Background: an optimization exercise with open tools, aiming at small area, a short achievable clock period and few clock cycles per item. Do not read the settings as production practice.
Function was checked by simulation only, so behaviour that the tests miss may differ from the original.

## job 5659
Design pipelined_div_radix2, start of the top module:
module pipelined_div_radix2 #(
		parameter COMB_BUSY = 0
	)(
		input wire iCLOCK,
		input wire inRESET,
		input wire iREMOVE,
		output wire oSOURCE_BUSY,
		input wire iSOURCE_VALID,
		input wire iSOURCE_SIGN,
		input wire [31:0] iSOURCE_DIVIDEND,
		input wire [31:0] iSOURCE_DIVISOR,
		input wire iOUT_BUSY,
		output wire oOUT_VALID,
		output wire [31:0] oOUT_DATA_Q,
		output wire [31:0] oOUT_DATA_R
	);
	localparam [2:0] PH_FIRST = 3'd0;
	localparam [2:0] PH_ITER  = 3'd1;
	localparam [2:0] PH_NEG1  = 3'd2;
	localparam [2:0] PH_NEG2  = 3'd3;
	localparam [2:0] PH_PSUB  = 3'd4;
	reg b_run;
	reg b_valid;
	reg [2:0] b_ph;
	reg b_post;			 
	reg b_an;			 
	reg b_bn;			 
	reg b_cin;			 
	reg [5:0] b_sa;		 
	reg [5:0] b_cnt;	 
	reg [31:0] b_r;		 
	reg [31:0] b_y;		 
	reg [31:0] b_q;		 
	wire accept = iSOURCE_VALID && !oSOURCE_BUSY && !iREMOVE;
	wire src_an = iSOURCE_SIGN && iSOURCE_DIVIDEND[31];
	wire src_bn = iSOURCE_SIGN && iSOURCE_DIVISOR[31];
	function [5:0] func_clz;
		input [31:0] v;
		integer i;
		begin
			func_clz = 6'd32;
			for(i = 0; i < 32; i = i + 1)begin
				if(v[i])begin
					func_clz = 6'd31 - i[5:0];
				end
			end
		end
	endfunction
	wire qn = b_an ^ b_bn;
	wire [5:0] first_d = b_cnt - b_sa;
	wire first_skip = first_d[5];
	wire [4:0] first_j = first_d[4:0];
	wire first_bz = (b_cnt == 6'd32) && !b_bn;
	wire ph_first = (b_ph == PH_FIRST);
	wire ph_iter = (b_ph == PH_ITER);
	wire amt_zero = qn && (ph_first || (b_ph == PH_NEG2));
	wire [4:0] sh_amt = amt_zero? 5'd0 : (ph_first? first_j : b_cnt[4:0]);
	wire [31:0] sh_y = (b_q << sh_amt) ^ {32{!b_bn}};
	wire [32:0] add_s = {1'b0, b_r} + {1'b0, b_y} + {32'd0, b_cin};
	wire step_ok = add_s[32];
	wire last_iter = (b_cnt == 6'd0);
	reg fin;
	always@* begin
		case(b_ph)
			PH_FIRST : fin = first_bz || first_skip;
			PH_ITER  : fin = last_iter && !b_an;
			PH_NEG2  : fin = b_post;
			PH_PSUB  : fin = !step_ok && !b_an;
			default  : fin = 1'b0;
		endcase
	end
	generate
		if(COMB_BUSY)begin : GEN_COMB_BUSY
  ...
Size: ~1,200 cells after synthesis, ~140 I/O pins, about 0.010 mm² of cells after synthesis.
export LEC_CHECK = 0
export CAP_MARGIN = 20
export CORE_MARGIN = 2
export CORE_UTILIZATION = 40
export SLEW_MARGIN = 20
create_clock -name core_clock -period 10.0 [get_ports {iCLOCK}]
standard.sh (not shown) runs the stock make flow with config.mk's settings and CLKGATE_MAP_FILE= SYNTH_SCRIPT=/design/flow/synth_recipe.tcl, a recipe that flattens the netlist after the stock synthesis.
==> flow/flow/run.sh <==
#!/bin/bash
cp standard.sh standard_sh.txt
export SETUP_SLACK_MARGIN=7.2
bash standard.sh > standard.log 2>&1
Job 5659 did not stop at any stage, and its layout met the timing, DRC and antenna checks.
Testbench counts of job 5659, summed over its fixed seeds: cycles 33,048, items 2,048.
--- input diff job 5659..job 2265 ---
==> flow/flow/run.sh <==
#!/bin/bash
cp standard.sh standard_sh.txt
export SETUP_SLACK_MARGIN=6.4
bash standard.sh > standard.log 2>&1
==> run notes <==
Compared with job 5659, job 2265 shows a lower cell area. Job 5659 ended up with met5 as its highest routed metal layer; job 2265 ended up with met4. Number of inserted filler cells in the final layout (lower): job 5659. Job 2265 vs. job 5659: register-to-register slack went up; total wire length after detailed routing now smaller; met3 routed wirelength fell by about 60%. Routability congestion estimate went up by a few percent going from job 5659 to job 2265. On clock slew seen by the registers of the worst setup and hold paths, job 5659 and job 2265 are neck and neck. Job 5659 -> job 2265: fmax increased by a few percent.
## Diff of input files: job 917 against job 2265
Settings: ABC_AREA: unset -> 1.
## What came out
Job 2265 ended up with compound AO/OA/AOI/OAI gates as its largest family of logic cells by synthesized area; job 917 ended up with simple AND/OR/NAND/NOR gates.
Design area is higher on job 917
Cell type of the slowest stage on the worst timing path = a2111oi_4: job 2265; cell type of the slowest stage on the worst timing path = a21oi_1: job 917
From job 2265 to job 917 the numbers moved as follows: cell count has increased; worst setup slack dropped 0.067 ns.
Across both runs, shortest clock period the worst path allows after layout was higher for job 917 than for job 2265.
Job 917 ended up with a higher wire length than job 2265 did.
Synthesis-to-finish area growth in job 917 is 3.3 points above job 2265.
The lower fraction of synthesized area in multiplexers of job 917 and job 2265 is in job 917.
diff inputs: job 917 => job 8813
Settings: clearing ABC_AREA, which used to be 1.
==> flow/flow/run.sh <==
#!/bin/bash
cp standard.sh standard_sh.txt
export SETUP_SLACK_MARGIN=6.8
bash standard.sh > standard.log 2>&1
[summary]
Every run (job 8813 and job 917) finished clean.
Going from job 917 to job 8813, global-route wire length before repair went down 1.5 mm; critical path depth has decreased.
Diff job 917 -> job 8813 | total wirelength of the detailed-routed design | down slightly
Per the comparison of job 8813 with job 917, later-pin clock latency in the skew report comparable; number of filler cells placed in the layout now smaller; synthesized area now smaller.
Taking job 917 as the reference, in job 8813 portion of the clock cycle consumed by the worst path in the final layout climbed 1.3 points, data required time at the worst endpoint barely changed.
Changes in job 3506 relative to job 8813:
==> flow/flow/run.sh <==
#!/bin/bash
cp standard.sh standard_sh.txt
export SETUP_SLACK_MARGIN=6
bash standard.sh > standard.log 2>&1
Findings:
- The layout overhead on the synthesized area in job 3506 sits 27 points below the value recorded for job 8813.
- Looking at routed wire length, job 3506 sits 5.8 mm below job 8813.
- Fraction of standard cell area that is sequential for job 3506 is higher than for job 8813.
- Share of the clock period used by the worst path after layout: job 3506 vs job 8813 up 0.83 points
- The lower final-layout non-clock buffer area share came out of job 3506.
- Core util | job 3506 vs job 8813 | job 3506 lower

==> re-timing with driven ports <==
Ports are ideal in the flow. The routed layouts listed here were re-timed in OpenROAD.
Step 1, drivers: a clkbuf_16 drives iCLOCK and a buf_2 each remaining input, both assumed.
Step 2 moves the port delays by t, midway between the first and last clock arrival at a register: inputs arrive t later, outputs are due t later. That takes back most of the time a late clock gives input paths.
Slacks: ideal / step 1 / step 2; pairs: ideal / step 1.
run	shift t [ns]	setup slack, ns	latest minus earliest clock arrival (ns)
job 5659	0.499	6.112 / 6.112 / 5.869	0.012 / 0.012
job 2265	0.478	6.359 / 6.360 / 5.883	0.019 / 0.019
job 917	0.484	6.292 / 6.280 / 5.796	0.013 / 0.013
job 8813	0.472	6.161 / 6.161 / 5.942	0.013 / 0.013
job 3506	0.473	6.078 / 6.088 / 5.636	0.015 / 0.015
After both steps every run listed still meets setup and hold. The setup slack of job 917, which loses most, moves by -0.012 ns with the drivers and by -0.496 ns with both steps.
